What follows belongs to an exercise in optimizing a design on an open flow for small area; a production flow would make more cautious choices. Only simulation tests tie the RTL to the original design; equivalence was not proved. No activity file was given, so power comes from the tool's default toggle rates.

## design.v

```verilog
module cmd_int(
input    wire        i_clk,
input    wire        i_rst,
input    wire        i_data_valid,
input    wire [7:0]  i_data,
output   reg         o_buff_en,
output   wire        o_data_valid,
output   wire [7:0]  o_data,
output   reg         o_srst,
output   reg         o_pgrm_icap,
output   wire [26:0] o_ddr_strt_addr,
output   wire [19:0] o_trans_len,
output   reg         o_load,
input    wire  [19:0]i_icap_clk_cnt,
input    wire  [19:0]i_total_clk_cnt,
input    wire        i_uart_tx_buffer_full,
input    wire        i_dma_done,
output   reg         o_pr_reset
);
function [3:0] cls;
  input [7:0] c;
  case (c)
    8'h31: cls = 4'd1;  
    8'h32: cls = 4'd2;  
    8'h41: cls = 4'd3;  
    8'h43: cls = 4'd4;  
    8'h44: cls = 4'd5;  
    8'h45: cls = 4'd6;  
    8'h49: cls = 4'd7;  
    8'h4C: cls = 4'd8;  
    8'h4D: cls = 4'd9;  
    8'h4E: cls = 4'd10;  
    8'h4F: cls = 4'd11;  
    8'h50: cls = 4'd12;  
    8'h52: cls = 4'd13;  
    8'h53: cls = 4'd14;  
    8'h54: cls = 4'd15;  
    default: cls = 4'd0;
  endcase
endfunction
function [5:0] ac_next;
  input [5:0] s;
  input [7:0] c;
  reg [3:0] cc;
  reg [5:0] x;
  begin
    cc = cls(c);
    x = 6'd0;
    if ((cc == 4'd1) & ((s == 6'd61) | (s == 6'd63))) x = x | 6'd1;  
    if ((cc == 4'd2) & ((s == 6'd61) | (s == 6'd63))) x = x | 6'd1;  
    if ((cc == 4'd3) & ((s[5:2] == 4'd14))) x = x | 6'd1;  
    if ((cc == 4'd4) & ((s[5:2] == 4'd10))) x = x | 6'd1;  
    if ((cc == 4'd4) & ((s == 6'd30))) x = x | 6'd2;  
    if ((cc == 4'd5) & ((s == 6'd13))) x = x | 6'd1;  
    if ((cc == 4'd5) & ((s == 6'd45))) x = x | 6'd2;  
    if ((cc == 4'd5) & ((s == 6'd46))) x = x | 6'd3;  
    if ((cc == 4'd6) & ((s == 6'd33))) x = x | 6'd1;  
    if ((cc == 4'd7) & ((s[5:2] == 4'd4))) x = x | 6'd1;  
    if ((cc == 4'd7) & ((s[5:2] == 4'd12))) x = x | 6'd2;  
    if ((cc == 4'd8) & ((s[5:2] == 4'd14))) x = x | 6'd1;  
    if ((cc == 4'd9) & ((s[5:2] == 4'd4))) x = x | 6'd1;  
    if ((cc == 4'd9) & ((s[5:2] == 4'd5))) x = x | 6'd2;  
    if ((cc == 4'd10) & ((s == 6'd29))) x = x | 6'd1;  
    if ((cc == 4'd10) & ((s == 6'd47))) x = x | 6'd2;  
    if ((cc == 4'd10) & ((s == 6'd25))) x = x | 6'd3;  
    if ((cc == 4'd11) & ((s == 6'd37))) x = x | 6'd1;  
    if ((cc == 4'd11) & ((s == 6'd38))) x = x | 6'd2;  
    if ((cc == 4'd11) & ((s == 6'd17))) x = x | 6'd3;  
    if ((cc == 4'd12) & ((s[5:2] == 4'd13) | (s == 6'd1))) x = x | 6'd1;  
    if ((cc == 4'd12) & ((s == 6'd18))) x = x | 6'd2;  
    if ((cc == 4'd13) & ((s == 6'd54))) x = x | 6'd53;  
    if ((cc == 4'd13) & ((s[5:2] == 4'd14))) x = x | 6'd1;  
    if ((cc == 4'd13) & ((s == 6'd49))) x = x | 6'd2;  
    if ((cc == 4'd13) & ((s == 6'd21))) x = x | 6'd3;  
    if ((cc == 4'd14) & ((s == 6'd1) | (s == 6'd52) | (s == 6'd54) | (s == 6'd55))) x = x | 6'd1;  
    if ((cc == 4'd14) & ((s == 6'd53))) x = x | 6'd2;  
    if ((cc == 4'd15) & ((s == 6'd57))) x = x | 6'd1;  
    if ((cc == 4'd15) & ((s == 6'd41))) x = x | 6'd2;  
    if ((cc == 4'd15) & ((s == 6'd58))) x = x | 6'd3;  
    ac_next = {cc, 2'd0} ^ x;
  end
endfunction
localparam [5:0] AC_CMOD = 6'd22;
localparam [5:0] AC_DMOD = 6'd23;
localparam [5:0] AC_SADR = 6'd55;
localparam [5:0] AC_SLEN = 6'd43;
localparam [5:0] AC_SRST = 6'd63;
localparam [5:0] AC_PICP = 6'd50;
localparam [5:0] AC_RST1 = 6'd5;
localparam [5:0] AC_RST2 = 6'd9;
localparam [5:0] AC_CINT = 6'd62;
localparam [5:0] AC_NCON = 6'd42;
localparam [5:0] AC_RPRR = 6'd1;
localparam [5:0] AC_ROOT = 6'd0;
localparam [5:0] AC_PEND = 6'd2;
localparam AC_W = 6;
localparam [3:0] CMOD = 4'd0, DMOD = 4'd1, SADR = 4'd2, SLEN = 4'd3, SRST = 4'd4,
                 PICP = 4'd5, RST1 = 4'd6, RST2 = 4'd7, CINT = 4'd8, START = 4'd9,
                 NCON = 4'd10, RPRR = 4'd11;
reg  [AC_W-1:0] ac;
reg  [3:0]  state;
reg  [4:0]  len_cnt;
reg         tx_valid;
reg         tx_bit;
reg  [1:0]  buff_wr_addr;
reg  [3:0]  sel;                     
reg  [7:0]  cnt0, cnt1, cnt2, cnt3;  
reg  [23:0] addr_reg;                
reg  [19:0] len_reg;                 
reg  [43:0] mem0, mem1, mem2, mem3;  
wire m_cmod   = (ac == AC_CMOD);
wire st_cmod  = (state == CMOD);
wire st_start = (state == START);
wire buff_wr_en = (state == DMOD) & (ac == AC_PEND);
wire [7:0] cnt_sel = ({8{sel[0]}} & cnt0) | ({8{sel[1]}} & cnt1) | ({8{sel[2]}} & cnt2) | ({8{sel[3]}} & cnt3);
wire [7:0] tx_data = st_cmod ? {cnt_sel[7:4] + 4'd3, cnt_sel[3:0]} : {7'b0011000, tx_bit};
assign o_data_valid = (state == DMOD) ? 1'b0 : i_data_valid | tx_valid;
assign o_data       = tx_valid ? tx_data : i_data;
wire [43:0] rd_data = ({44{sel[0]}} & mem0) | ({44{sel[1]}} & mem1) | ({44{sel[2]}} & mem2) | ({44{sel[3]}} & mem3);
wire [43:0] out_data = st_start ? rd_data : {addr_reg, len_reg};
assign o_ddr_strt_addr = {3'b000, out_data[43:20]};
assign o_trans_len     = out_data[19:0];
wire [3:0] digit = (i_data < 8'd58) ? i_data[3:0] : i_data[3:0] + 4'd9;
wire [19:0] icap_rev  = {i_icap_clk_cnt[0], i_icap_clk_cnt[1], i_icap_clk_cnt[2], i_icap_clk_cnt[3], i_icap_clk_cnt[4], i_icap_clk_cnt[5], i_icap_clk_cnt[6], i_icap_clk_cnt[7], i_icap_clk_cnt[8], i_icap_clk_cnt[9], i_icap_clk_cnt[10], i_icap_clk_cnt[11], i_icap_clk_cnt[12], i_icap_clk_cnt[13], i_icap_clk_cnt[14], i_icap_clk_cnt[15], i_icap_clk_cnt[16], i_icap_clk_cnt[17], i_icap_clk_cnt[18], i_icap_clk_cnt[19]};
wire [19:0] total_rev = {i_total_clk_cnt[0], i_total_clk_cnt[1], i_total_clk_cnt[2], i_total_clk_cnt[3], i_total_clk_cnt[4], i_total_clk_cnt[5], i_total_clk_cnt[6], i_total_clk_cnt[7], i_total_clk_cnt[8], i_total_clk_cnt[9], i_total_clk_cnt[10], i_total_clk_cnt[11], i_total_clk_cnt[12], i_total_clk_cnt[13], i_total_clk_cnt[14], i_total_clk_cnt[15], i_total_clk_cnt[16], i_total_clk_cnt[17], i_total_clk_cnt[18], i_total_clk_cnt[19]};
wire       rst_bit = (state == RST1) ? icap_rev[len_cnt] : total_rev[len_cnt];
always @(posedge i_clk) begin
    if (i_rst)
        ac <= AC_ROOT;
    else if (st_cmod & ((ac == AC_DMOD) | (ac == AC_PICP) | (ac == AC_RST1) | (ac == AC_RST2) | (ac == AC_CINT)))
        ac <= AC_PEND;
    else if (ac == AC_PEND)
        ac <= AC_ROOT;
    else if (i_data_valid)
        ac <= ac_next(ac, i_data);
end
always @(posedge i_clk)
    sel <= {4{((state == CINT) | (state == NCON)) & i_data_valid}} &
           {i_data[1:0] == 2'd3, i_data[1:0] == 2'd2, i_data[1:0] == 2'd1, i_data[1:0] == 2'd0};
always @(posedge i_clk) begin
    if (~i_rst & (state == SADR) & i_data_valid) begin
        case (len_cnt[2:0])
            3'd0: addr_reg[23:20] <= digit;
            3'd1: addr_reg[19:16] <= digit;
            3'd2: addr_reg[15:12] <= digit;
            3'd3: addr_reg[11:8]  <= digit;
            3'd4: addr_reg[7:4]   <= digit;
            default: addr_reg[3:0] <= digit;
        endcase
    end
    if (~i_rst & (state == SLEN) & i_data_valid) begin
        case (len_cnt[2:0])
            3'd1: len_reg[19:16] <= digit;
            3'd2: len_reg[15:12] <= digit;
            3'd3: len_reg[11:8]  <= digit;
            3'd4: len_reg[7:4]   <= digit;
            3'd5: len_reg[3:0]   <= digit;
            default: ;
        endcase
    end
    if (buff_wr_en) begin
        case (buff_wr_addr)
            2'd0: mem0 <= {addr_reg, len_reg};
            2'd1: mem1 <= {addr_reg, len_reg};
            2'd2: mem2 <= {addr_reg, len_reg};
            default: mem3 <= {addr_reg, len_reg};
        endcase
    end
end
wire [7:0] cnt_d  = (cnt_sel + 8'd1) & {8{~i_rst}};
wire [3:0] cnt_we = {4{i_rst}} | ({4{st_start}} & sel);
always @(posedge i_clk) begin
    if (cnt_we[0]) cnt0 <= cnt_d;
    if (cnt_we[1]) cnt1 <= cnt_d;
    if (cnt_we[2]) cnt2 <= cnt_d;
    if (cnt_we[3]) cnt3 <= cnt_d;
end
always @(posedge i_clk) begin
    if (i_rst) begin
        state        <= CMOD;
        o_buff_en    <= 1'b0;
        len_cnt      <= 5'd0;
        o_srst       <= 1'b0;
        o_pgrm_icap  <= 1'b0;
        o_load       <= 1'b0;
        tx_valid     <= 1'b0;
        buff_wr_addr <= 2'b00;
        o_pr_reset   <= 1'b0;
    end else begin
        case (state)
            CMOD: begin
                o_buff_en   <= 1'b0;
                o_srst      <= 1'b0;
                o_pgrm_icap <= 1'b0;
                o_load      <= 1'b0;
                len_cnt     <= 5'd0;
                tx_valid    <= 1'b0;
                case (ac)
                    AC_DMOD: state <= DMOD;
                    AC_SADR: state <= SADR;
                    AC_SLEN: state <= SLEN;
                    AC_SRST: state <= SRST;
                    AC_PICP: begin state <= PICP; o_pgrm_icap <= 1'b1; end
                    AC_RST1: state <= RST1;
                    AC_RST2: state <= RST2;
                    AC_CINT: state <= CINT;
                    AC_NCON: state <= NCON;
                    AC_RPRR: state <= RPRR;
                    default: ;
                endcase
            end
            DMOD: begin
                if (m_cmod) begin
                    state        <= CMOD;
                    buff_wr_addr <= buff_wr_addr + 2'd1;
                end
                o_buff_en <= 1'b1;
            end
            SADR, SLEN: begin
                if (i_data_valid) begin
                    len_cnt <= len_cnt + 5'd1;
                    if (len_cnt == 5'd5) begin
                        state  <= CMOD;
                        o_load <= 1'b1;
                    end
                end
            end
            SRST: begin
                if (m_cmod) state <= CMOD;
                o_srst <= ~m_cmod;
            end
            RPRR: begin
                if (m_cmod) state <= CMOD;
                o_pr_reset <= ~m_cmod;
            end
            PICP: begin
                o_pgrm_icap <= 1'b0;
                if (i_dma_done) state <= CMOD;
            end
            RST1, RST2: begin
                if (~i_uart_tx_buffer_full & (len_cnt != 5'd20)) begin
                    tx_bit   <= rst_bit;
                    len_cnt  <= len_cnt + 5'd1;
                    tx_valid <= 1'b1;
                end else
                    tx_valid <= 1'b0;
                if (len_cnt == 5'd20) state <= CMOD;
            end
            CINT: begin
                if (i_data_valid) begin
                    o_load <= 1'b1;
                    state  <= START;
                end
            end
            START: begin
                o_pgrm_icap <= 1'b1;
                o_load      <= 1'b0;
                state       <= PICP;
            end
            NCON: begin
                if (i_data_valid) begin
                    tx_valid <= 1'b1;
                    state    <= CMOD;
                end
            end
            default: ;
        endcase
    end
end
endmodule
```

## flow/run.sh

```bash
#!/bin/bash
# Own layout flow: the standard ORFS flow (standard.sh, unchanged synthesis),
# with two layout settings that ORFS reads from the environment:
#  - the port buffers that buffer_ports inserts use the smallest buffer cell
#    (every input and output port still gets its own buffer);
#  - clock tree synthesis without dummy loads, with the clustering given below.
set -euo pipefail
export BUFFER_PORTS_ARGS="-buffer_cell sky130_fd_sc_hd__buf_1"
export CTS_ARGS="-sink_clustering_enable -repair_clock_nets -dont_use_dummy_load -buf_list sky130_fd_sc_hd__clkbuf_8 -sink_clustering_size 14 -sink_clustering_max_diameter 40"
bash standard.sh finish > flow_standard.log 2>&1
```

## standard.sh

```bash
#!/bin/bash
# synth_recipe.tcl (not shown) runs the flow's synth.tcl, then flattens the netlist and writes it again
# the make line also repeats each setting of config.mk as NAME=value (left out here)
make -C /OpenROAD-flow-scripts/flow DESIGN_CONFIG=/design/flow/config.mk WORK_HOME=/design/flow/orfs CLKGATE_MAP_FILE= SYNTH_SCRIPT=/design/flow/synth_recipe.tcl "${@:-finish}"
```

## config.mk

```make
export PLATFORM = sky130hd
export DESIGN_NAME = cmd_int
export DESIGN_NICKNAME = cmd_int
export VERILOG_FILES = /design/flow/design.v
export SDC_FILE = /design/flow/constraint.sdc
export NUM_CORES = 8
export LEC_CHECK = 0
export CAP_MARGIN = 20
export CORE_MARGIN = 2
export CORE_UTILIZATION = 60
export PLACE_DENSITY = 0.7
export SLEW_MARGIN = 20
```

## constraint.sdc

```tcl
create_clock -name core_clock -period 5.0 [get_ports {i_clk}]
set_input_delay 1.0000 -clock core_clock [delete_from_list [all_inputs] [get_ports {i_clk}]]
set_output_delay 1.0000 -clock core_clock [all_outputs]
set_load 0.01 [all_outputs]
```

==> results_dict.tcl, run 1 <==
set metrics [dict create \
    ir_drop_mv 0.2847 \
    period_share_pct 80.31 \
    relSlewSlack_pct 30.64 \
    tightest_slew_ps 1031 \
    gp_congestion 0.8881 \
    drc 0 \
    drt_iter0_drc 790 \
    netlist_area_sq_um 12400 \
    start_util_pct 61.27 \
    core_area_sq_um 20230 \
    cts_made_buffers 30 \
    synth.distinct_cells 69 \
    hold_class "register to register" \
    rr_endpoint "mem1[21]" \
    num_antenna_cells 0 \
    setup_viol 0 \
    root_buffer "clkbuf_8" \
    post-dp-hpwl_um 17590 \
    syn_avg_cell_area_sq_um 13.10 \
    fmax_mhz 249.0 \
    cts.repair.resized 0 \
    crit_path_start "state[0]" \
    h-tree-depth 1 \
    grt-ovfl-total 0 \
    cp.required_ps 4000 \
    ys_ff_latch 280 \
    post_cts_buffers 0 \
    drt_first_pass_iters 6 \
    path_clk_slew_ps 50 \
    final.setup.tns_ps 0 \
    crit_family "simple AND/OR/NAND/NOR gates" \
    reg2reg_depth 5 \
    ant_nets 0 \
    grt_pass1_wl_um 43640 \
    hold_depth 2 \
    timing.hold.ws_ps 496.2 \
    clk_latency_ps 560 \
    viasPerCell 6.451 \
    yosys_most_used_dff "edfxtp_1" \
    cp_max_fo 30 \
    cp-start-kind "register" \
    placementRows 52 \
    async_reset_ff_share_pct 0 \
    design.die.area_sq_um 21830 \
    min_period_ps 4015 \
    status "no timing/DRC/antenna violations" \
    dieWidth_um 147.7 \
    cts_tree "yes" \
    cp.arrival_ps 3020 \
    wirelength_um 28000 \
    ys_seq_area_share_pct 65.64 \
    synth_warnings 1 \
    ios 114 \
    vias 8406 \
    syn_inst 946 \
    cp_cell_sequence "nand2b_1, nor2_4, buf_4, nor2_1, a31oi_1, buf_1" \
    fin_nets 1104 \
    p_per_area_nw_per_um2 322.5 \
    min-delay-start "o_buff_en" \
    r2r-start "ac[0]" \
    slew_viol_final 0 \
    io_buffers 110 \
    syn2layout_area_growth_pct 8.458 \
    cts_buffer_depth 3 \
    critPathCaptureType "output port" \
    synth_edf_count 253 \
    drive_gt1_share_pct 8.132 \
    antenna_found_initial 0 \
    criticalPathCategory "register to output port" \
    rrSetupSlack_ps 1780 \
    rsz0062_at_grt "no" \
    leakage_nw 4.087 \
    slowest_stage "nor2_4" \
    grt_max_degree 37 \
    die_h_um 147.7 \
    hold_violations 0 \
    max_stage_delay_ps 700 \
    grt_pass1_vias 7974 \
    cap_violations 0 \
    wl_per_cell_um 21.49 \
    clock-sinks 280 \
    hold_buffers 0 \
    grt_util_all_layers_pct 25.36 \
    hold_end "o_buff_en" \
    skew_ps 52.47 \
    crit_buf_inv 2 \
]
layer usage:
layer  part of all wire, %  wire, um  up-vias  track usage, %
met5                     0         0        -               0
met4                   1.6       448        0           5.337
met3                   7.8      2175       42           3.858
met2                    48     13510      394           41.81
met1                    42     11870     4103           36.49
li1                      -         -     3867               -
layout make-up:
| cell class | instances | area (sq um) |
|---|---|---|
| inverters | 23 | 86.33 |
| flip-flops and latches | 280 | 8143 |
| repair buffers | 125 | 538.0 |
| multi-input cells | 575 | 3928 |
| clock buffers | 30 | 412.9 |
| well taps | 270 | 337.8 |
| fillers | 1490 | 6789 |
cells in the mapped netlist (all sizes together) (5+ instances only):
master    n  area, sq um
edfxtp  253         7597
a22oi   111        833.3
nor2     89        341.6
a31oi    50        312.8
clkbuf   48        180.2
nand2    43        161.4
dfxtp    27        540.5
nand3    26        130.1
inv      23        86.33
buf      22        113.9
a21oi    21        105.1
nor3     19        95.09
nand2b   17        106.4
ha       16        200.2
and2     15        93.84
mux4     12        270.3
nand4    12        75.07
nor2b    11        68.82
o21ai    11        55.05
xnor2    11        96.34
nor4     10        62.56
and3      7        43.79
or3       6        37.54
a221oi    5        43.79
mux2i     5        50.05
o31ai     5        51.30
xor2      5        43.79
cell families after synthesis:
family	share of synthesized area, %
AO/OA/AOI/OAI	14.42
XOR/XNOR	1.130
adder cells (fa/ha/maj)	1.615
buffers and inverters	3.068
flip-flops	65.64
multiplexers	2.856
other	0.03025
AND/OR/NAND/NOR	11.23
metrics by stage:
| stage | power (W) | utilization (%) | setup slack (ps) | cells | cell area (sq um) |
|---|---|---|---|---|---|
| after CTS | 0.004356 | 66.45 | 959.7 | 1303 | 13450 |
| after global placement | 0.003171 | 64.41 | 1455 | 1273 | 13030 |
| after floorplan | 0.003004 | - | 1965 | 948 | 12400 |
| after detailed placement | 0.003172 | 64.41 | 1410 | 1273 | 13030 |
| after global routing | 0.004501 | 66.45 | 687.9 | 1303 | 13450 |
| final | 0.004336 | 66.45 | 984.7 | 1303 | 13450 |
cell usage in the layout (no fill, tap or decap), types with 12 or more instances in the layout:
cell,instances
edfxtp_1,253
nand3_1,26
inv_1,23
buf_4,14
nand2_1,43
nor2_1,87
ha_1,16
dfxtp_1,23
a21oi_1,21
a22oi_1,111
mux4_2,12
clkbuf_8,30
nand2b_1,17
nand4_1,12
a31oi_1,50
nor3_1,19
buf_1,110
power breakdown:
part           internal [W]  switching, W  total [W]
Clock              0.000528      0.000683    0.00121
Combinational      0.000184      0.000299   0.000483
Sequential          0.00257     0.0000747    0.00264
worst reg2reg max path: cells and delay by family (launching register included):
family | cells | cell delay (ps)
buf+inv | 1 | 430
flops | 1 | 520
simple gates | 4 | 1940
worst max path at each step:
stage | depth (start not counted) | endpoint
2_1_floorplan | 8 | ac[0]
3_3_place_gp | 5 | addr_reg[2]
3_5_place_dp | 8 | ac[0]
4_1_cts | 6 | o_trans_len[1]
5_1_grt | 6 | o_trans_len[15]
6_report | 6 | o_ddr_strt_addr[0]
==> run 2: changes to the inputs <==
--- a/flow/run.sh
+++ b/flow/run.sh
@@ -6,5 +6,5 @@
 #  - clock tree synthesis without dummy loads, with the clustering given below.
 set -euo pipefail
 export BUFFER_PORTS_ARGS="-buffer_cell sky130_fd_sc_hd__buf_1"
-export CTS_ARGS="-sink_clustering_enable -repair_clock_nets -dont_use_dummy_load -buf_list sky130_fd_sc_hd__clkbuf_8 -sink_clustering_size 14 -sink_clustering_max_diameter 40"
+export CTS_ARGS="-sink_clustering_enable -repair_clock_nets -dont_use_dummy_load -buf_list sky130_fd_sc_hd__clkbuf_16 -sink_clustering_size 24 -sink_clustering_max_diameter 40"
 bash standard.sh finish > flow_standard.log 2>&1
==> run 2 against run 1 <==
Setup slack got worse by 8.1 ps. Clock power rose by 49%. Still clean. Largest power group unchanged. Combinational power about the same. Cell area rose by 2.5%. First-iteration DRC count fell by 4.1%. Cell count is the same. Largest cell class unchanged.
==> results_dict.tcl, run 2 <==
set metrics [dict create \
    die_h_um 147.7 \
    rrSetupSlack_ps 1760 \
    cts_made_buffers 30 \
    gp_congestion 0.8881 \
    path_clk_slew_ps 40 \
    num_antenna_cells 0 \
    leakage_nw 4.241 \
    vias 8370 \
    critPathCaptureType "output port" \
    ys_ff_latch 280 \
    slowest_stage "nor2_4" \
    cp-start-kind "register" \
    yosys-top-cells-count "edfxtp_1 (253), a22oi_1 (111), nor2_1 (88), a31oi_1 (50), clkbuf_1 (48)" \
    grt_max_degree 37 \
    cts.repair.resized 0 \
    syn_avg_cell_area_sq_um 13.10 \
    criticalPathCategory "register to output port" \
    drt_first_pass_iters 5 \
    hold_violations 0 \
    drc 0 \
    cap_violations 0 \
    synth_area_leaders "edfxtp_1 (61%), a22oi_1 (6.7%), dfxtp_1 (4.4%), nor2_1 (2.7%), a31oi_1 (2.5%)" \
    slew_viol_final 0 \
    yosys_most_used_dff "edfxtp_1" \
    final_cell_mix "edfxtp_1 (253), a22oi_1 (111), buf_1 (110)" \
    top_layer_used "met4" \
    grt-ovfl-total 0 \
    design.die.area_sq_um 21830 \
    clock-sinks 280 \
    fillers 1442 \
    placementRows 52 \
    crit_family "simple AND/OR/NAND/NOR gates" \
    start_util_pct 61.27 \
    synth_edf_count 253 \
    syn2layout_area_growth_pct 11.18 \
    drt_iter0_drc 758 \
    rsz0062_at_grt "no" \
    yosysMostFrequentCell "edfxtp_1" \
    fmax_mhz 248.5 \
    route.met3.wl_um 2090 \
    io_buffers 110 \
    synth_top_cell_area_share_pct 61.28 \
    hold_class "register to register" \
    routed-wl-met2_um 13830 \
    cp_max_fo 30 \
    core_area_sq_um 20230 \
    post_cts_buffers 0 \
    viasPerCell 6.424 \
    cp_cell_sequence "nand2b_1, nor2_4, buf_4, nor2_1, a31oi_1, buf_1" \
    ys_seq_area_share_pct 65.64 \
    relSlewSlack_pct 26.99 \
    p_total_w 0.004930 \
    synth.distinct_cells 69 \
    drt-met1-wl_um 11810 \
    ir_drop_mv 0.2333 \
    cts_buffer_depth 3 \
    max_stage_delay_ps 700 \
    clk_latency_ps 540 \
    syn_inst 946 \
    root_buffer "clkbuf_16" \
    min_period_ps 4023 \
    p_per_area_nw_per_um2 357.7 \
    fin_nets 1104 \
    cts_tree "yes" \
    period_share_pct 80.47 \
    drive_gt1_share_pct 8.132 \
    wl_per_cell_um 21.75 \
    cp.arrival_ps 3020 \
    antenna_found_initial 0 \
    grt_pass1_vias 8074 \
    hold_buffers 0 \
    post-dp-hpwl_um 17590 \
    final.setup.tns_ps 0 \
    skew_ps 33.53 \
    ios 114 \
    status "no timing/DRC/antenna violations" \
    netlist_area_sq_um 12400 \
    crit_buf_inv 2 \
    tightest_slew_ps 1085 \
    setup_viol 0 \
    yosysTopAreaCell "edfxtp_1" \
    h-tree-depth 1 \
    ant_nets 0 \
    wirelength_um 28330 \
    grt_util_all_layers_pct 25.77 \
    async_reset_ff_share_pct 0 \
    synth_warnings 1 \
    final_common_cell "edfxtp_1" \
    dieWidth_um 147.7 \
    grt_pass1_wl_um 44250 \
    cp.required_ps 4000 \
]
==> run 2: cell count changes in the layout (fill, tap and decap cells not counted) <==
cell,change
clkbuf_8,-30
clkbuf_16,+30
==> run 2: cells by family after synthesis <==
group	after synthesis	share of synthesized area, %
buffers and inverters	93	3.068
XOR/XNOR	16	1.130
multiplexers	20	2.856
other	1	0.03025
adder cells (fa/ha/maj)	16	1.615
flip-flops	280	65.64
AO/OA/AOI/OAI	246	14.42
AND/OR/NAND/NOR	274	11.23
==> run 2: area by class of cell <==
class | instances | area, sq um | area share (%)
clock buffers | 30 | 750.7 | 5.447
inverters | 23 | 86.33 | 0.6264
multi-input cells | 575 | 3928 | 28.49
flip-flops and latches | 280 | 8143 | 59.08
well taps | 270 | 337.8 | 2.451
repair buffers | 125 | 538.0 | 3.903
==> run 2: path summary, 6_finish.rpt <==
path / startpoint / to / cells past startpoint
setup reg to reg: ac[2] / mem1[21] / 5
setup / recovery: state[0] / o_trans_len[18] / 6
hold reg to reg: o_buff_en / o_buff_en / 2
hold / removal: o_buff_en / o_buff_en / 2
==> run 2: power by group <==
| part | total, W | switching (W) | internal, W |
|---|---|---|---|
| registers | 0.00265 | 0.0000748 | 0.00257 |
| logic | 0.000485 | 0.000301 | 0.000184 |
| clock network | 0.00180 | 0.000759 | 0.00104 |
| total | 0.00493 | 0.00114 | 0.00380 |
==> run 2: layer usage <==
layer	GRT usage (%)	up-vias
met5	0	-
met4	6.683	0
met3	4.074	52
met2	42.70	375
met1	36.19	4070
li1	-	3873
==> run 2: tightest hold or removal path: stages (launching register included) <==
cell and delay (ps):
dfxtp_1 320, a21oi_1 60, nor2_1 70
==> run 2: through the flow <==
stage / util (%) / std cells / setup WS, ps / hold slack (ps) / area, sq um
final: 68.12 / 1303 / 976.6 / 494.7 / 13780
after global routing: 68.12 / 1303 / 703.0 / 512.5 / 13780
after CTS: 68.12 / 1303 / 944.5 / 500.7 / 13780
after detailed placement: 64.41 / 1273 / 1410 / 482.9 / 13030
after global placement: 64.41 / 1273 / 1455 / 466.9 / 13030
after floorplan: - / 948 / 1965 / 469.2 / 12400
==> run 3: changes to the inputs <==
--- a/design.v
+++ b/design.v
@@ -104,6 +104,7 @@
 reg         tx_bit;
 reg  [1:0]  buff_wr_addr;
 reg  [3:0]  sel;                     
+reg         cur_sel;                 
 reg  [7:0]  cnt0, cnt1, cnt2, cnt3;  
 reg  [23:0] addr_reg;                
 reg  [19:0] len_reg;                 
@@ -116,8 +117,9 @@
 wire [7:0] tx_data = st_cmod ? {cnt_sel[7:4] + 4'd3, cnt_sel[3:0]} : {7'b0011000, tx_bit};
 assign o_data_valid = (state == DMOD) ? 1'b0 : i_data_valid | tx_valid;
 assign o_data       = tx_valid ? tx_data : i_data;
-wire [43:0] rd_data = ({44{sel[0]}} & mem0) | ({44{sel[1]}} & mem1) | ({44{sel[2]}} & mem2) | ({44{sel[3]}} & mem3);
-wire [43:0] out_data = st_start ? rd_data : {addr_reg, len_reg};
+wire [3:0]  rd_sel  = sel & {4{~cur_sel}};
+wire [43:0] rd_data = ({44{rd_sel[0]}} & mem0) | ({44{rd_sel[1]}} & mem1) | ({44{rd_sel[2]}} & mem2) | ({44{rd_sel[3]}} & mem3);
+wire [43:0] out_data = rd_data | ({44{cur_sel}} & {addr_reg, len_reg});
 assign o_ddr_strt_addr = {3'b000, out_data[43:20]};
 assign o_trans_len     = out_data[19:0];
 wire [3:0] digit = (i_data < 8'd58) ? i_data[3:0] : i_data[3:0] + 4'd9;
@@ -134,9 +136,12 @@
     else if (i_data_valid)
         ac <= ac_next(ac, i_data);
 end
-always @(posedge i_clk)
+always @(posedge i_clk) begin
+    cur_sel <= i_rst | ~((state == CINT) & i_data_valid);
     sel <= {4{((state == CINT) | (state == NCON)) & i_data_valid}} &
            {i_data[1:0] == 2'd3, i_data[1:0] == 2'd2, i_data[1:0] == 2'd1, i_data[1:0] == 2'd0};
+    tx_bit  <= rst_bit;    
+end
 always @(posedge i_clk) begin
     if (~i_rst & (state == SADR) & i_data_valid) begin
         case (len_cnt[2:0])
@@ -239,7 +244,6 @@
             end
             RST1, RST2: begin
                 if (~i_uart_tx_buffer_full & (len_cnt != 5'd20)) begin
-                    tx_bit   <= rst_bit;
                     len_cnt  <= len_cnt + 5'd1;
                     tx_valid <= 1'b1;
                 end else
--- a/flow/run.sh
+++ b/flow/run.sh
@@ -6,5 +6,5 @@
 #  - clock tree synthesis without dummy loads, with the clustering given below.
 set -euo pipefail
 export BUFFER_PORTS_ARGS="-buffer_cell sky130_fd_sc_hd__buf_1"
-export CTS_ARGS="-sink_clustering_enable -repair_clock_nets -dont_use_dummy_load -buf_list sky130_fd_sc_hd__clkbuf_16 -sink_clustering_size 24 -sink_clustering_max_diameter 40"
+export CTS_ARGS="-sink_clustering_enable -repair_clock_nets -dont_use_dummy_load -buf_list sky130_fd_sc_hd__clkbuf_8 -sink_clustering_size 14 -sink_clustering_max_diameter 40"
 bash standard.sh finish > flow_standard.log 2>&1
==> run 3 against run 2 <==
Via count down 2.1%. Still clean on timing, DRC and antenna. Fmax is 9.9% higher. Die area decreased by 0.24%. Setup slack better by 360 ps. Highest routed layer unchanged. Synthesized cell count down 0.42%. Largest cell class unchanged. Sequential share of layout area rose by 1.5 points. Wire length shrank 2.3%.
==> results_dict.tcl, run 3 <==
set metrics [dict create \
    yosysTopAreaCell "edfxtp_1" \
    cts_made_buffers 34 \
    viasPerCell 6.257 \
    grt_util_all_layers_pct 25.07 \
    netlist_area_sq_um 12370 \
    gp_congestion 0.9082 \
    slew_viol_final 0 \
    leakage_nw 4.272 \
    yosysMostFrequentCell "edfxtp_1" \
    cp.required_ps 4000 \
    grt_pass1_wl_um 42670 \
    fmax_mhz 273.2 \
    pre_cts_ws_ps 1453 \
    synth_top_cell_area_share_pct 61.19 \
    drc 0 \
    design.die.area_sq_um 21780 \
    cts.repair.resized 0 \
    synth_edf_count 252 \
    yosys-top-cells-count "edfxtp_1 (252), a22oi_1 (104), nand2_1 (85), nand3_1 (56), nor2_1 (53)" \
    rsz0062_at_grt "no" \
    ys_ff_latch 281 \
    async_reset_ff_share_pct 0 \
    hold_buffers 0 \
    cp.arrival_ps 2660 \
    start_util_pct 61.12 \
    clk_latency_ps 530 \
    ir_drop_mv 0.2550 \
    setup_viol 0 \
    grt_max_degree 45 \
    fin_nets 1111 \
    criticalPathCategory "register to output port" \
    wl_per_cell_um 21.12 \
    ios 114 \
    io_buffers 110 \
    relSlewSlack_pct 32.03 \
    status "no timing/DRC/antenna violations" \
    post_cts_buffers 0 \
    cts_buffer_depth 3 \
    final_common_cell "edfxtp_1" \
    syn_avg_cell_area_sq_um 13.13 \
    vias 8197 \
    period_share_pct 73.22 \
    synth.distinct_cells 78 \
    cp_cell_sequence "nor2b_4, buf_4, a22oi_1, nand3_1, buf_1" \
    hold_violations 0 \
    placementRows 52 \
    slowest_stage "nor2b_4" \
    yosys_most_used_dff "edfxtp_1" \
    path_clk_slew_ps 60 \
    syn_inst 942 \
    grtUsageMet3_pct 3.395 \
    critPathCaptureType "output port" \
    die_h_um 147.6 \
    setup_ws_ps 1339 \
    met2_usage_pct 41.00 \
    antenna_found_initial 0 \
    syn2layout_area_growth_pct 8.751 \
    num_antenna_cells 0 \
    ys_seq_area_share_pct 65.88 \
    dieWidth_um 147.6 \
    final_cell_mix "edfxtp_1 (252), buf_1 (110), a22oi_1 (104)" \
    grt_use_met1_pct 35.70 \
    tightest_slew_ps 1015 \
    synth_area_leaders "edfxtp_1 (61%), a22oi_1 (6.3%), dfxtp_1 (4.7%), nand2_1 (2.6%), nand3_1 (2.3%)" \
    cp_max_fo 29 \
    top_usage_layer "met2" \
    root_buffer "clkbuf_8" \
    fillers 1511 \
    skew_ps 52.99 \
    cts_tree "yes" \
    grt_pass1_vias 7786 \
    core_area_sq_um 20230 \
    h-tree-depth 2 \
    p_per_area_nw_per_um2 316.5 \
    hold_class "register to register" \
    synth_warnings 1 \
    max_stage_delay_ps 770 \
    ant_nets 0 \
    wirelength_um 27670 \
    drive_gt1_share_pct 8.750 \
    cap_violations 0 \
    grt-ovfl-total 0 \
    clock-sinks 281 \
    drt_iter0_drc 670 \
    min_period_ps 3661 \
    cp-start-kind "register" \
    post-dp-hpwl_um 17290 \
    final.setup.tns_ps 0 \
    drt_first_pass_iters 5 \
]
[run 3: cell count changes after synthesis, sizes merged, moves of 4 or more]
cell    change
a21oi       +4
a221oi      -4
a22oi       -6
a31oi      -37
buf         -5
nand2      +42
nand3      +30
nor2       -36
nor3        +4
o21ai       +6
[run 3: kinds of logic (layout without fill, tap and decap cells)]
group	after synthesis	in the layout	synth area share, %
AO/OA/AOI/OAI	208	208	12.16
XOR/XNOR	15	15	1.062
adder cells (fa/ha/maj)	16	16	1.619
buffers and inverters	83	179	3.126
flip-flops	281	281	65.88
multiplexers	20	20	2.843
other	1	3	0.03032
AND/OR/NAND/NOR	318	318	13.27
[run 3: critical path, delay by kind of cell, from the launching register on]
kind / cells / cell delay [ps]
AND/OR/NAND/NOR: 2 / 900
flip-flops: 1 / 610
AO/OA/AOI/OAI: 1 / 110
buffers and inverters: 2 / 540
[run 3: area by class of cell]
class                   count  area [sq um]  area share (%)
well taps                 270         337.8           2.512
inverters                  21         78.83          0.5861
multi-input cells         580          3897           28.98
flip-flops and latches    281          8149           60.59
clock buffers              34         467.9           3.479
repair buffers            124         518.0           3.852
[run 3: where the power goes]
group | internal, W | switching [W]
registers | 0.00258 | 0.0000392
logic | 0.000106 | 0.000222
clock network | 0.000604 | 0.000709
total | 0.00329 | 0.000970
[run 3: layer usage]
metal,up-vias,wire length [um]
met5,-,0
met4,0,658
met3,51,1597
met2,298,13350
met1,4030,12060
li1,3818,-
[run 3: stage by stage]
step,cells,power [W],area (sq um),utilization [%],hold slack (ps)
final,1310,0.004257,13450,66.47,468.7
after global routing,1310,0.004405,13450,66.47,485.5
after CTS,1310,0.004283,13450,66.47,469.6
after detailed placement,1276,0.002990,12980,64.15,461.7
after global placement,1276,0.002988,12980,64.15,463.6
after floorplan,944,0.002881,12370,-,482.6
[run 3: worst paths after layout]
kind              slack, ps   start              end  cells after the start
hold reg to reg         470  o_srst           o_srst                      2
setup reg to reg       1510   ac[2]          mem0[1]                      5
setup / recovery       1340  sel[0]  o_trans_len[11]                      5
hold / removal          470  o_srst           o_srst                      2
==> run 4: changes to the inputs <==
--- a/config.mk
+++ b/config.mk
@@ -7,6 +7,6 @@
 export LEC_CHECK = 0
 export CAP_MARGIN = 20
 export CORE_MARGIN = 2
-export CORE_UTILIZATION = 60
-export PLACE_DENSITY = 0.7
+export CORE_UTILIZATION = 70
+export PLACE_DENSITY = 0.8
 export SLEW_MARGIN = 20
==> run 4 against run 3 <==
Still clean on timing, DRC and antenna. Wire length rose by 5.9%. Sequential power about the same. Clock skew up 19 ps. Fmax fell by 1.2%. Clock power shrank 6%. Cell count shrank 3.5%. Critical path depth unchanged. Clock-buffer cell count shrank 4. Total power is 2.2% lower. Highest routed layer unchanged.
==> results_dict.tcl, run 4 <==
set metrics [dict create \
    min_period_ps 3705 \
    post_dp_cell_area_sq_um 12920 \
    viasPerCell 6.781 \
    hold_end "o_srst" \
    top_usage_layer "met2" \
    synth_area_leaders "edfxtp_1 (61%), a22oi_1 (6.3%), dfxtp_1 (4.7%), nand2_1 (2.6%), nand3_1 (2.3%)" \
    netlist_area_sq_um 12370 \
    drt_iter0_drc 919 \
    async_reset_ff_share_pct 0 \
    cp.required_ps 4000 \
    syn_inst 942 \
    relSlewSlack_pct 34.03 \
    syn2layout_area_growth_pct 7.851 \
    period_share_pct 74.11 \
    syn_avg_cell_area_sq_um 13.13 \
    num_antenna_cells 0 \
    synth_warnings 1 \
    grt_use_met1_pct 43.33 \
    cp_cell_sequence "nor2b_4, buf_4, a22oi_1, nand3_1, buf_1" \
    post-dp-hpwl_um 18570 \
    start_util_pct 71.50 \
    grt_pass1_wl_um 45150 \
    drive_gt1_share_pct 8.373 \
    hold_class "register to register" \
    fillers 1029 \
    synth.distinct_cells 78 \
    final.setup.tns_ps 0 \
    drt_first_pass_iters 6 \
    cts_buffer_depth 3 \
    grt_util_all_layers_pct 31.65 \
    reg2reg_depth 5 \
    path_clk_slew_ps 70 \
    cts.repair.resized 0 \
    drc 0 \
    status "no timing/DRC/antenna violations" \
    hold_buffers 0 \
    die_h_um 136.9 \
    dieWidth_um 136.9 \
    io_buffers 110 \
    finalInstanceArea_sq_um 13340 \
    synth_top_cell_area_share_pct 61.19 \
    yosys-top-cells-count "edfxtp_1 (252), a22oi_1 (104), nand2_1 (85), nand3_1 (56), nor2_1 (53)" \
    setup_viol 0 \
    fmax_mhz 269.9 \
    cts_tree "yes" \
    yosysTopAreaCell "edfxtp_1" \
    grt-ovfl-total 0 \
    leakage_nw 4.240 \
    placementRows 48 \
    design.die.area_sq_um 18750 \
    tightest_slew_ps 980.5 \
    core_area_sq_um 17300 \
    ios 114 \
    fin_nets 1110 \
    clk_latency_ps 580 \
    vias 8571 \
    skew_ps 71.60 \
    post_cts_buffers 0 \
    wirelength_um 29290 \
    cap_violations 0 \
    clock-sinks 281 \
    yosys_most_used_dff "edfxtp_1" \
    final_common_cell "edfxtp_1" \
    final_cell_mix "edfxtp_1 (252), buf_1 (110), a22oi_1 (104)" \
    cts_made_buffers 30 \
    p_per_area_nw_per_um2 312.2 \
    rsz0062_at_grt "no" \
    max_stage_delay_ps 710 \
    grt_max_degree 45 \
    ys_seq_area_share_pct 65.88 \
    cp-start-kind "register" \
    min-delay-start "o_srst" \
    gp_congestion 0.9337 \
    cp_max_fo 24 \
    slew_viol_final 0 \
    hold_depth 2 \
    rrSetupSlack_ps 1640 \
    hold_violations 0 \
    grtUsageMet3_pct 4.667 \
    critPathCaptureType "output port" \
    cp.arrival_ps 2710 \
    wl_per_cell_um 23.17 \
    yosysMostFrequentCell "edfxtp_1" \
    slowest_stage "nor2b_4" \
    criticalPathCategory "register to output port" \
    grt_pass1_vias 8314 \
    ant_nets 0 \
    met2_usage_pct 53.33 \
    antenna_found_initial 0 \
    synth_edf_count 252 \
    ir_drop_mv 0.2167 \
    ys_ff_latch 281 \
    root_buffer "clkbuf_8" \
    h-tree-depth 1 \
    rr_endpoint "mem2[25]" \
    r2r-start "ac[2]" \
]
==> run 4: worst max path at each step <==
| stage | from | end | slack (ps) |
|---|---|---|---|
| finish | sel[2] | o_ddr_strt_addr[12] | 1290 |
| global route | sel[2] | o_trans_len[0] | 1180 |
| CTS | sel[2] | o_trans_len[13] | 1320 |
| detailed placement | i_data[1] | ac[0] | 1490 |
| global placement | i_data[1] | ac[0] | 1490 |
| floorplan | ac[2] | mem0[0] | 1900 |
==> run 4: stage by stage <==
step                      instances  hold WS, ps  worst slack, ps  utilization [%]  total power [W]
after floorplan                 944        482.6             1900                -         0.002881
after global placement         1234        489.0             1487            74.73         0.002981
after detailed placement       1234        482.5             1490            74.73         0.002984
after CTS                      1264        496.6             1319            77.11         0.004157
after global routing           1264        504.8             1178            77.11         0.004271
final                          1264        498.7             1295            77.11         0.004164
==> run 4: cell type report <==
cell class / count / area (sq um) / share of cell area [%]
timing repair buffer: 127 / 540.5 / 4.053
clock buffer: 30 / 412.9 / 3.096
tap: 225 / 281.5 / 2.111
multi-input combinational: 580 / 3875 / 29.05
inverter: 21 / 78.83 / 0.5910
sequential: 281 / 8149 / 61.10
==> run 4: logic make-up after synthesis <==
family | count (synthesis) | share of synthesized area (%)
buffers and inverters | 83 | 3.126
flip-flops | 281 | 65.88
AND/OR/NAND/NOR | 318 | 13.27
AO/OA/AOI/OAI | 208 | 12.16
adder cells (fa/ha/maj) | 16 | 1.619
other | 1 | 0.03032
multiplexers | 20 | 2.843
XOR/XNOR | 15 | 1.062
==> run 4: power by group <==
part	switching (W)	leakage [nW]	internal (W)
Combinational	0.000212	1.48	0.000108
Sequential	0.0000432	2.54	0.00258
Clock	0.000696	0.216	0.000530
Total	0.000951	4.24	0.00321
==> run 4: routing by layer <==
metal,vias to the layer above,share of wire (%)
met5,-,0
met4,0,2.2
met3,63,9.1
li1,3815,-
met1,4141,39
met2,552,50
==> run 4: critical path, delay by kind of cell, from the launching register on <==
kind            cells  cell delay [ps]
compound gates      1              120
simple gates        2              850
buf+inv             2              570
flops               1              580
==> run 5: changes to the inputs <==
--- a/flow/run.sh
+++ b/flow/run.sh
@@ -6,5 +6,5 @@
 #  - clock tree synthesis without dummy loads, with the clustering given below.
 set -euo pipefail
 export BUFFER_PORTS_ARGS="-buffer_cell sky130_fd_sc_hd__buf_1"
-export CTS_ARGS="-sink_clustering_enable -repair_clock_nets -dont_use_dummy_load -buf_list sky130_fd_sc_hd__clkbuf_8 -sink_clustering_size 14 -sink_clustering_max_diameter 40"
+export CTS_ARGS="-sink_clustering_enable -repair_clock_nets -dont_use_dummy_load -buf_list sky130_fd_sc_hd__clkbuf_16 -sink_clustering_size 30 -sink_clustering_max_diameter 35"
 bash standard.sh finish > flow_standard.log 2>&1
==> run 5 against run 4 <==
Sequential cell count stayed put. Sequential power hardly changed. Combinational power is 2% higher. Wire length is 5.0% higher.
==> results_dict.tcl, run 5 <==
set metrics [dict create \
    tightest_slew_ps 1159 \
    cts.repair.resized 0 \
    grt_pass1_wl_um 46660 \
    crit_family "simple AND/OR/NAND/NOR gates" \
    synth.distinct_cells 78 \
    status "no timing/DRC/antenna violations" \
    wirelength_um 30750 \
    clk_latency_ps 530 \
    yosys_most_used_dff "edfxtp_1" \
    post-dp-hpwl_um 18570 \
    drc 0 \
    min_period_ps 3700 \
    synth_top_cell_area_share_pct 61.19 \
    cp.required_ps 4000 \
    drt_first_pass_iters 8 \
    fillers 953 \
    cp-start-kind "register" \
    ios 114 \
    io_buffers 110 \
    yosysTopAreaCell "edfxtp_1" \
    h-tree-depth 2 \
    netlist_area_sq_um 12370 \
    slowest_stage "dfxtp_1" \
    post_cts_buffers 0 \
    yosys-top-cells-count "edfxtp_1 (252), a22oi_1 (104), nand2_1 (85), nand3_1 (56), nor2_1 (53)" \
    finalInstanceArea_sq_um 13850 \
    synth_warnings 1 \
    syn2layout_area_growth_pct 12.00 \
    root_buffer "clkbuf_16" \
    ys_ff_latch 281 \
    final.setup.tns_ps 0 \
    path_clk_slew_ps 60 \
    hold_buffers 0 \
    cap_violations 0 \
    leakage_nw 4.480 \
    async_reset_ff_share_pct 0 \
    cts_made_buffers 37 \
    syn_inst 942 \
    slew_viol_final 0 \
    grt-ovfl-total 0 \
    die_h_um 136.9 \
    grt_util_all_layers_pct 33.11 \
    syn_avg_cell_area_sq_um 13.13 \
    cp_max_fo 30 \
    final_cell_mix "edfxtp_1 (252), buf_1 (110), a22oi_1 (104)" \
    grt_max_degree 45 \
    hold_class "register to register" \
    relSlewSlack_pct 22.05 \
    skew_ps 81.65 \
    rrSetupSlack_ps 1640 \
    viasPerCell 6.925 \
    cp.arrival_ps 2700 \
    setup_viol 0 \
    fin_nets 1117 \
    vias 8802 \
    drt_iter0_drc 1133 \
    ant_nets 0 \
    ys_seq_area_share_pct 65.88 \
    design.die.area_sq_um 18750 \
    clock-sinks 281 \
    grt_pass1_vias 8496 \
    yosysMostFrequentCell "edfxtp_1" \
    cp_cell_sequence "nor2b_4, buf_4, a22oi_1, nand3_1, buf_1" \
    cts_buffer_depth 3 \
    antenna_found_initial 0 \
    core_area_sq_um 17300 \
    period_share_pct 74.01 \
    wl_per_cell_um 24.19 \
    criticalPathCategory "register to output port" \
    ir_drop_mv 0.3059 \
    num_antenna_cells 0 \
    placementRows 48 \
    critPathCaptureType "output port" \
    gp_congestion 0.9337 \
    crit_buf_inv 2 \
    start_util_pct 71.50 \
    max_stage_delay_ps 610 \
    hold_violations 0 \
    drive_gt1_share_pct 8.987 \
    final_common_cell "edfxtp_1" \
    cts_tree "yes" \
    synth_area_leaders "edfxtp_1 (61%), a22oi_1 (6.3%), dfxtp_1 (4.7%), nand2_1 (2.6%), nand3_1 (2.3%)" \
    fmax_mhz 270.2 \
    rsz0062_at_grt "no" \
    synth_edf_count 252 \
    post_dp_cell_area_sq_um 12920 \
    dieWidth_um 136.9 \
    p_per_area_nw_per_um2 365.9 \
]
run 5: cell counts after synthesis:
No cell type changed its count.
run 5: cell families after synthesis:
kind of cell | count (synthesis) | share of synthesized area (%)
AO/OA/AOI/OAI | 208 | 12.16
XOR/XNOR | 15 | 1.062
flip-flops | 281 | 65.88
buffers and inverters | 83 | 3.126
AND/OR/NAND/NOR | 318 | 13.27
adder cells (fa/ha/maj) | 16 | 1.619
other | 1 | 0.03032
multiplexers | 20 | 2.843
run 5: power by group:
part | switching (W) | total [W] | internal, W
Sequential | 0.0000436 | 0.00263 | 0.00258
Combinational | 0.000219 | 0.000327 | 0.000108
Clock | 0.000830 | 0.00212 | 0.00129
run 5: area by class of cell:
type	count	area, sq um	share of cell area, %
timing repair buffer	127	540.5	3.902
clock buffer	37	925.9	6.685
tap	225	281.5	2.033
sequential	281	8149	58.83
multi-input combinational	580	3875	27.98
inverter	21	78.83	0.5691
run 5: final timing paths:
path | start | end | depth (start not counted)
worst min-delay path | len_reg[3] | mem0[3] | 0
worst max register to register | ac[2] | mem2[22] | 5
worst max-delay path | sel[3] | o_ddr_strt_addr[13] | 5
worst min register to register | len_reg[3] | mem0[3] | 0
run 5: stage by stage:
step,worst slack [ps],total power [W],std cells,hold slack (ps),utilization (%)
2_1_floorplan,1900,0.002881,944,482.6,-
3_3_place_gp,1487,0.002981,1234,489.0,74.73
3_5_place_dp,1490,0.002984,1234,482.5,74.73
4_1_cts,1330,0.005073,1271,495.1,80.08
5_1_grt,1217,0.005184,1271,502.6,80.08
6_report,1300,0.005069,1271,493.6,80.08
run 5: layer usage:
| layer | GRT usage (%) | vias up | wire (um) |
|---|---|---|---|
| li1 | - | 3850 | - |
| met1 | 44.94 | 4236 | 11550 |
| met2 | 54.89 | 629 | 15350 |
| met3 | 5.444 | 87 | 2954 |
| met4 | 11.86 | 0 | 898 |
| met5 | 0 | - | 0 |
==> run 6: changes to the inputs <==
--- a/flow/run.sh
+++ b/flow/run.sh
@@ -6,5 +6,5 @@
 #  - clock tree synthesis without dummy loads, with the clustering given below.
 set -euo pipefail
 export BUFFER_PORTS_ARGS="-buffer_cell sky130_fd_sc_hd__buf_1"
-export CTS_ARGS="-sink_clustering_enable -repair_clock_nets -dont_use_dummy_load -buf_list sky130_fd_sc_hd__clkbuf_16 -sink_clustering_size 30 -sink_clustering_max_diameter 35"
+export CTS_ARGS="-sink_clustering_enable -repair_clock_nets -dont_use_dummy_load -buf_list sky130_fd_sc_hd__clkbuf_8 -sink_clustering_size 18 -sink_clustering_max_diameter 35"
 bash standard.sh finish > flow_standard.log 2>&1
==> run 6 against run 5 <==
Total power shrank 14%. Clock skew is 28 ps higher. Fmax up 0.49%. Worst hold slack worse by 37 ps. Core utilization shrank 2.4 points. Cell count stayed put. Clock power fell by 34%. Area after synthesis unchanged. First-iteration DRC count down 4.9%. Combinational power fell by 2%. Global-route usage decreased by 0.84 points. Critical endpoint is now o_ddr_strt_addr[20]. Largest cell class unchanged. Highest routed layer unchanged.
==> results_dict.tcl, run 6 <==
set metrics [dict create \
    power_frac_seq_pct 60.4 \
    grt_util_all_layers_pct 32.27 \
    netSwitchingFraction_pct 23.00 \
    yosys_most_used_dff "edfxtp_1" \
    cp_max_fo 24 \
    path_clk_slew_ps 100 \
    clockPowerShare_pct 32.2 \
    die_h_um 136.9 \
    grt_pass1_wl_um 45490 \
    crit_buf_inv 2 \
    combPwrFrac_pct 7.4 \
    leakage_nw 4.290 \
    syn2layout_area_growth_pct 8.630 \
    yosys-top-cells-count "edfxtp_1 (252), a22oi_1 (104), nand2_1 (85), nand3_1 (56), nor2_1 (53)" \
    skew_ps 110.1 \
    antenna_found_initial 0 \
    design.die.area_sq_um 18750 \
    slew_viol_final 0 \
    placementRows 48 \
    fin_nets 1117 \
    hold_violations 0 \
    status "no timing/DRC/antenna violations" \
    synth_warnings 1 \
    critPathCaptureType "output port" \
    grt-ovfl-total 0 \
    rsz0062_at_grt "no" \
    cts_buffer_depth 3 \
    switchingPower_w 0.0009975 \
    cts_made_buffers 37 \
    clk_latency_ps 560 \
    syn_avg_cell_area_sq_um 13.13 \
    ys_seq_area_share_pct 65.88 \
    h-tree-depth 2 \
    drc 0 \
    synth_area_leaders "edfxtp_1 (61%), a22oi_1 (6.3%), dfxtp_1 (4.7%), nand2_1 (2.6%), nand3_1 (2.3%)" \
    synth_top_cell_area_share_pct 61.19 \
    yosysMostFrequentCell "edfxtp_1" \
    clock-sinks 281 \
    final_cell_mix "edfxtp_1 (252), buf_1 (110), a22oi_1 (104)" \
    period_share_pct 73.65 \
    hold_class "register to register" \
    netlist_area_sq_um 12370 \
    grt_use_met1_pct 43.40 \
    wl_per_cell_um 23.52 \
    criticalPathCategory "register to output port" \
    internal-power_w 0.003340 \
    cp.arrival_ps 2680 \
    post_dp_cell_area_sq_um 12920 \
    ant_nets 0 \
    start_util_pct 71.50 \
    grt_pass1_vias 8327 \
    hold_buffers 0 \
    io_buffers 110 \
    grtUsageMet3_pct 5.556 \
    ios 114 \
    drive_gt1_share_pct 8.987 \
    cts.repair.resized 0 \
    ir_drop_mv 0.2640 \
    grt_max_degree 45 \
    met2_usage_pct 53.36 \
    synth.distinct_cells 78 \
    post_cts_buffers 0 \
    top_usage_layer "met2" \
    vias 8542 \
    relSlewSlack_pct 23.27 \
    rrSetupSlack_ps 1690 \
    ys_ff_latch 281 \
    setup_viol 0 \
    post-route-util_pct 77.67 \
    core_area_sq_um 17300 \
    dieWidth_um 136.9 \
    drt_first_pass_iters 7 \
    wirelength_um 29890 \
    tightest_slew_ps 1140 \
    cp-start-kind "register" \
    p_per_area_nw_per_um2 322.9 \
    gp_congestion 0.9337 \
    num_antenna_cells 0 \
    cp_cell_sequence "nor2b_4, buf_4, a22oi_1, nand3_1, buf_1" \
    final_common_cell "edfxtp_1" \
    finalInstanceArea_sq_um 13430 \
    syn_inst 942 \
    async_reset_ff_share_pct 0 \
    synth_edf_count 252 \
    post-dp-hpwl_um 18570 \
    cp.required_ps 4000 \
    slowest_stage "nor2b_4" \
    crit_family "simple AND/OR/NAND/NOR gates" \
    yosysTopAreaCell "edfxtp_1" \
    cap_violations 0 \
    viasPerCell 6.721 \
    drt_iter0_drc 1078 \
    cts_tree "yes" \
    root_buffer "clkbuf_8" \
    max_stage_delay_ps 710 \
    min_period_ps 3682 \
    final.setup.tns_ps 0 \
    fmax_mhz 271.6 \
]
-- run 6: cell counts after synthesis --
Identical to the previous run, type by type.
-- run 6: final timing paths --
| path | startpoint | end | depth (start not counted) |
|---|---|---|---|
| setup / recovery | sel[2] | o_ddr_strt_addr[20] | 5 |
| setup reg to reg | ac[2] | mem2[22] | 5 |
| hold / removal | addr_reg[18] | mem0[38] | 0 |
| hold reg to reg | addr_reg[18] | mem0[38] | 0 |
-- run 6: worst reg2reg max path, delay by kind of cell (launching register included) --
kind                   cells  cell delay (ps)
DFF                        1              510
and+or+nand+nor            4             2100
buffers and inverters      1              430
-- run 6: metal layers --
metal | up-vias | part of all wire [%]
met3 | 74 | 8.8
met4 | 0 | 2.8
met2 | 510 | 50
met5 | - | 0
met1 | 4108 | 38
li1 | 3850 | -
-- run 6: cell families (layout without fill, tap and decap cells) --
logic type,count (synthesis),in the layout,share of synthesized area [%]
DFF,281,281,65.88
xor gates and xnor gates,15,15,1.062
other,1,3,0.03032
buffers and inverters,83,185,3.126
muxes,20,20,2.843
AOI/OAI and AO/OA,208,208,12.16
and+or+nand+nor,318,318,13.27
adders and majority gates,16,16,1.619
-- run 6: final cells by class --
type	instances	area [sq um]
Multi-Input combinational cell	580	3875
Inverter	21	78.83
Timing Repair Buffer	127	540.5
Fill cell	1005	3862
Tap cell	225	281.5
Sequential cell	281	8149
Clock buffer	37	509.2
-- run 6: power groups by stage --
stage	logic (W)	registers, W	clock network, W
finish	0.000320	0.00262	0.00140
global route	0.000351	0.00262	0.00147
CTS	0.000317	0.00262	0.00140
detailed placement	0.000315	0.00267	0
global placement	0.000313	0.00267	0
floorplan	0.000239	0.00264	0
-- run 6: through the flow --
| stage | worst slack, ps | power [W] | hold slack (ps) | cells |
|---|---|---|---|---|
| after floorplan | 1900 | 0.002881 | 482.6 | 944 |
| after global placement | 1487 | 0.002981 | 489.0 | 1234 |
| after detailed placement | 1490 | 0.002984 | 482.5 | 1234 |
| after CTS | 1339 | 0.004336 | 450.1 | 1271 |
| after global routing | 1199 | 0.004445 | 487.4 | 1271 |
| final | 1318 | 0.004338 | 456.4 | 1271 |
==> run 7: changes to the inputs <==
--- a/flow/run.sh
+++ b/flow/run.sh
@@ -6,5 +6,5 @@
 #  - clock tree synthesis without dummy loads, with the clustering given below.
 set -euo pipefail
 export BUFFER_PORTS_ARGS="-buffer_cell sky130_fd_sc_hd__buf_1"
-export CTS_ARGS="-sink_clustering_enable -repair_clock_nets -dont_use_dummy_load -buf_list sky130_fd_sc_hd__clkbuf_8 -sink_clustering_size 18 -sink_clustering_max_diameter 35"
+export CTS_ARGS="-sink_clustering_enable -repair_clock_nets -dont_use_dummy_load -buf_list sky130_fd_sc_hd__clkbuf_16 -sink_clustering_size 40 -sink_clustering_max_diameter 40"
 bash standard.sh finish > flow_standard.log 2>&1
==> run 7 against run 6 <==
Still clean. Critical path depth stayed put. Cell area is 1.8% higher. Total power is 9.9% higher. Die area stayed put. Area after synthesis stayed put. Synthesized cell count stayed put. Largest cell class unchanged.
==> results_dict.tcl, run 7 <==
set metrics [dict create \
    status "no timing/DRC/antenna violations" \
    cts_made_buffers 30 \
    critPathCaptureType "output port" \
    netlist_area_sq_um 12370 \
    synth_top_cell_area_share_pct 61.19 \
    synth_warnings 1 \
    cp-start-kind "register" \
    criticalPathCategory "register to output port" \
    drive_gt1_share_pct 8.470 \
    setup_viol 0 \
    ys_seq_area_share_pct 65.88 \
    min_period_ps 3765 \
    ant_nets 0 \
    yosysMostFrequentCell "edfxtp_1" \
    cp_max_fo 24 \
    yosys-top-cells-count "edfxtp_1 (252), a22oi_1 (104), nand2_1 (85), nand3_1 (56), nor2_1 (53)" \
    grt-ovfl-total 0 \
    drt_iter0_drc 994 \
    syn_inst 942 \
    drt_first_pass_iters 6 \
    cp.required_ps 4000 \
    fillers 976 \
    die_h_um 136.9 \
    final.setup.tns_ps 0 \
    fmax_mhz 265.6 \
    synth_area_leaders "edfxtp_1 (61%), a22oi_1 (6.3%), dfxtp_1 (4.7%), nand2_1 (2.6%), nand3_1 (2.3%)" \
    hold_violations 0 \
    p_total_w 0.004768 \
    leakage_nw 4.394 \
    synth_edf_count 252 \
    cts_buffer_depth 3 \
    ir_drop_mv 0.2962 \
    grt_pass1_wl_um 46270 \
    dieWidth_um 136.9 \
    cap_violations 0 \
    rsz0062_at_grt "no" \
    root_buffer "clkbuf_16" \
    grt_pass1_vias 8483 \
    io_buffers 110 \
    switchingPower_w 0.001040 \
    grt_max_degree 45 \
    combPwrFrac_pct 6.8 \
    power_frac_seq_pct 55.0 \
    viasPerCell 6.852 \
    p_per_area_nw_per_um2 348.5 \
    hold_buffers 0 \
    cts_tree "yes" \
    internal-power_w 0.003728 \
    clk_latency_ps 550 \
    ios 114 \
    h-tree-depth 1 \
    async_reset_ff_share_pct 0 \
    drc 0 \
    skew_ps 57.42 \
    slew_viol_final 0 \
    placementRows 48 \
    wl_per_cell_um 24.06 \
    post-dp-hpwl_um 18570 \
    grt_util_all_layers_pct 32.65 \
    synth.distinct_cells 78 \
    vias 8661 \
    finalInstanceArea_sq_um 13680 \
    yosys_most_used_dff "edfxtp_1" \
    core_area_sq_um 17300 \
    period_share_pct 75.29 \
    num_antenna_cells 0 \
    antenna_found_initial 0 \
    clockPowerShare_pct 38.2 \
    start_util_pct 71.50 \
    final_common_cell "edfxtp_1" \
    syn2layout_area_growth_pct 10.63 \
    clock-sinks 281 \
    netSwitchingFraction_pct 21.82 \
    syn_avg_cell_area_sq_um 13.13 \
    hold_class "register to register" \
    fin_nets 1110 \
    tightest_slew_ps 969.8 \
    cp.arrival_ps 2760 \
    rrSetupSlack_ps 1620 \
    post_cts_buffers 0 \
    ys_ff_latch 281 \
    design.die.area_sq_um 18750 \
    gp_congestion 0.9337 \
    yosysTopAreaCell "edfxtp_1" \
    final_cell_mix "edfxtp_1 (252), buf_1 (110), a22oi_1 (104)" \
    relSlewSlack_pct 35.35 \
    wirelength_um 30420 \
    cts.repair.resized 0 \
    post_dp_cell_area_sq_um 12920 \
    path_clk_slew_ps 50 \
]
run 7: layout make-up:
| cell class | instances | area [sq um] | area share, % |
|---|---|---|---|
| clock buffer | 30 | 750.7 | 5.487 |
| tap | 225 | 281.5 | 2.058 |
| inverter | 21 | 78.83 | 0.5761 |
| timing repair buffer | 127 | 540.5 | 3.951 |
| multi-input combinational | 580 | 3881 | 28.37 |
| sequential | 281 | 8149 | 59.56 |
run 7: worst paths after layout:
check	start	end	cells after the start
min reg2reg	o_srst	o_srst	2
min	o_srst	o_srst	2
max reg2reg	ac[2]	mem2[25]	5
max	sel[2]	o_ddr_strt_addr[3]	5
run 7: cells by family (layout without fill, tap and decap cells):
group	Yosys count	in the layout	synth area share, %
adders and majority gates	16	16	1.619
other	1	3	0.03032
buffers and inverters	83	178	3.126
xor gates and xnor gates	15	15	1.062
DFF	281	281	65.88
muxes	20	20	2.843
AOI/OAI and AO/OA	208	208	12.16
and+or+nand+nor	318	318	13.27
run 7: critical path, stage by stage, from the launching register on:
cell and delay (ps):
dfxtp_1 590, nor2b_4 720, buf_4 410, a22oi_1 150, nand3_1 150, buf_1 160
run 7: through the flow:
stage,setup WS [ps],hold slack [ps],std cells,utilization (%)
after floorplan,1900,482.6,944,-
after global placement,1487,489.0,1234,74.73
after detailed placement,1490,482.5,1234,74.73
after CTS,1306,495.7,1264,79.07
after global routing,1158,503.6,1264,79.10
final,1235,503.4,1264,79.10
run 7: power groups by stage:
stage	combinational [W]	clock, W	sequential (W)
after global routing	0.000352	0.00190	0.00263
after detailed placement	0.000315	0	0.00267
final	0.000322	0.00182	0.00262
after floorplan	0.000239	0	0.00264
after global placement	0.000313	0	0.00267
after CTS	0.000318	0.00182	0.00262
run 7: layer usage:
metal / up-vias / share of wire [%] / GRT usage (%)
met2: 578 / 50 / 55.11
met4: 0 / 2.7 / 11.23
met3: 86 / 9.0 / 4.519
li1: 3817 / - / -
met1: 4180 / 38 / 44.18
met5: - / 0 / 0
==> run 8: changes to the inputs <==
--- a/flow/run.sh
+++ b/flow/run.sh
@@ -6,5 +6,5 @@
 #  - clock tree synthesis without dummy loads, with the clustering given below.
 set -euo pipefail
 export BUFFER_PORTS_ARGS="-buffer_cell sky130_fd_sc_hd__buf_1"
-export CTS_ARGS="-sink_clustering_enable -repair_clock_nets -dont_use_dummy_load -buf_list sky130_fd_sc_hd__clkbuf_16 -sink_clustering_size 40 -sink_clustering_max_diameter 40"
+export CTS_ARGS="-sink_clustering_enable -repair_clock_nets -dont_use_dummy_load -buf_list sky130_fd_sc_hd__clkbuf_4 -sink_clustering_size 12 -sink_clustering_max_diameter 40"
 bash standard.sh finish > flow_standard.log 2>&1
==> run 8 against run 7 <==
Largest power group unchanged. Sequential share of layout area rose by 2.4 points. Die area did not move. Critical endpoint is now o_trans_len[0]. Highest routed layer unchanged. First-iteration DRC count down 15%. Core utilization shrank 3.1 points.
==> results_dict.tcl, run 8 <==
set metrics [dict create \
    netlist_area_sq_um 12370 \
    fillers 1081 \
    final_cell_mix "edfxtp_1 (252), buf_1 (110), a22oi_1 (104)" \
    cts_buffer_depth 3 \
    reg2reg_depth 5 \
    syn_avg_cell_area_sq_um 13.13 \
    yosys_most_used_dff "edfxtp_1" \
    critPathCaptureType "output port" \
    syn_inst 942 \
    grt_pass1_vias 8043 \
    yosys-top-cells-count "edfxtp_1 (252), a22oi_1 (104), nand2_1 (85), nand3_1 (56), nor2_1 (53)" \
    yosysTopAreaCell "edfxtp_1" \
    synth_area_leaders "edfxtp_1 (61%), a22oi_1 (6.3%), dfxtp_1 (4.7%), nand2_1 (2.6%), nand3_1 (2.3%)" \
    r2r-start "ac[2]" \
    path_clk_slew_ps 110 \
    rrSetupSlack_ps 1660 \
    relSlewSlack_pct 33.82 \
    synth_edf_count 252 \
    drc 0 \
    status "no timing/DRC/antenna violations" \
    grt_util_all_layers_pct 30.06 \
    dieWidth_um 136.9 \
    leakage_nw 4.162 \
    rsz0062_at_grt "no" \
    synth_warnings 1 \
    vias 8395 \
    synth_top_cell_area_share_pct 61.19 \
    yosysMostFrequentCell "edfxtp_1" \
    p_per_area_nw_per_um2 292.5 \
    drt_first_pass_iters 6 \
    setup_viol 0 \
    core_area_sq_um 17300 \
    cap_violations 0 \
    io_buffers 110 \
    cts_made_buffers 30 \
    grt_max_degree 45 \
    post_dp_cell_area_sq_um 12920 \
    cp_max_fo 24 \
    drt_iter0_drc 846 \
    design.die.area_sq_um 18750 \
    hold_buffers 0 \
    cts.repair.resized 0 \
    finalInstanceArea_sq_um 13150 \
    cp.required_ps 4000 \
    hold_violations 0 \
    cp-start-kind "register" \
    wirelength_um 27980 \
    criticalPathCategory "register to output port" \
    ir_drop_mv 0.2563 \
    wl_per_cell_um 22.11 \
    ys_ff_latch 281 \
    skew_ps 63.10 \
    placementRows 48 \
    rr_endpoint "mem2[43]" \
    grt_pass1_wl_um 42920 \
    clk_latency_ps 680 \
    post_cts_buffers 0 \
    cts_tree "yes" \
    fmax_mhz 262.0 \
    fin_nets 1110 \
    ys_seq_area_share_pct 65.88 \
    tightest_slew_ps 983.7 \
    crit_path_start "sel[2]" \
    synth.distinct_cells 78 \
    syn2layout_area_growth_pct 6.354 \
    ios 114 \
    grt-ovfl-total 0 \
    final.setup.tns_ps 0 \
    period_share_pct 76.33 \
    final_common_cell "edfxtp_1" \
    clock-sinks 281 \
]
[run 8: cell counts after synthesis]
No cell type changed its count.
[run 8: metrics by stage]
stage	instances	total power [W]	hold slack, ps	setup slack, ps	util, %
2_1_floorplan	944	0.002881	482.6	1900	-
3_3_place_gp	1234	0.002981	489.0	1487	74.73
3_5_place_dp	1234	0.002984	482.5	1490	74.73
4_1_cts	1264	0.003854	496.1	1195	76.03
5_1_grt	1265	0.003973	501.3	1023	76.04
6_report	1265	0.003847	503.3	1184	76.04
[run 8: worst min path at each step]
stage                             from        to  cells after the start
after floorplan             len_reg[0]   mem0[0]                      0
after global placement          o_srst    o_srst                      2
after detailed placement        o_srst    o_srst                      2
after global routing      addr_reg[19]  mem2[39]                      0
after CTS                 addr_reg[19]  mem2[39]                      0
final                     addr_reg[19]  mem1[39]                      0
[run 8: power breakdown]
group / switching, W / internal, W
Clock: 0.000637 / 0.000275
Combinational: 0.000211 / 0.000108
Sequential: 0.0000429 / 0.00257
Total: 0.000891 / 0.00296
[run 8: area by class of cell]
cell class                      instances  area (sq um)  share of cell area, %
Sequential cell                       281          8149                  61.96
Multi-Input combinational cell        580          3875                  29.46
Timing Repair Buffer                  127         540.5                  4.110
Tap cell                              225         281.5                  2.140
Clock buffer                           30         225.2                  1.712
Inverter                               21         78.83                 0.5993
Antenna cell                            1         2.502                0.01903
[run 8: per-layer routing]
layer | vias up | global-route usage (%) | part of all wire (%)
li1 | 3842 | - | -
met5 | - | 0 | 0
met4 | 0 | 9.851 | 2.5
met3 | 58 | 4.333 | 8.5
met1 | 4021 | 42.13 | 40
met2 | 474 | 49.31 | 49
[run 8: worst max-delay path: stages, from the launching register on]
cell     delay [ps]
dfxtp_1         590
nor2b_4         710
buf_4           400
a22oi_1         130
nand3_1         130
buf_1           160
[run 8: cells by family after synthesis]
logic type               after synthesis  share of synthesized area, %
AND/OR/NAND/NOR                      318                         13.27
XOR/XNOR                              15                         1.062
AO/OA/AOI/OAI                        208                         12.16
other                                  1                       0.03032
adder cells (fa/ha/maj)               16                         1.619
buffers and inverters                 83                         3.126
flip-flops                           281                         65.88
multiplexers                          20                         2.843

Re-timed with assumed drivers on the ports (clkbuf_16 on the clock, buf_2 on other inputs), run 8 has 1.149 ns of setup slack against 1.184 ns with ideal ports, and 1.430 ns once port delays also move by the mid clock arrival of 0.684 ns.
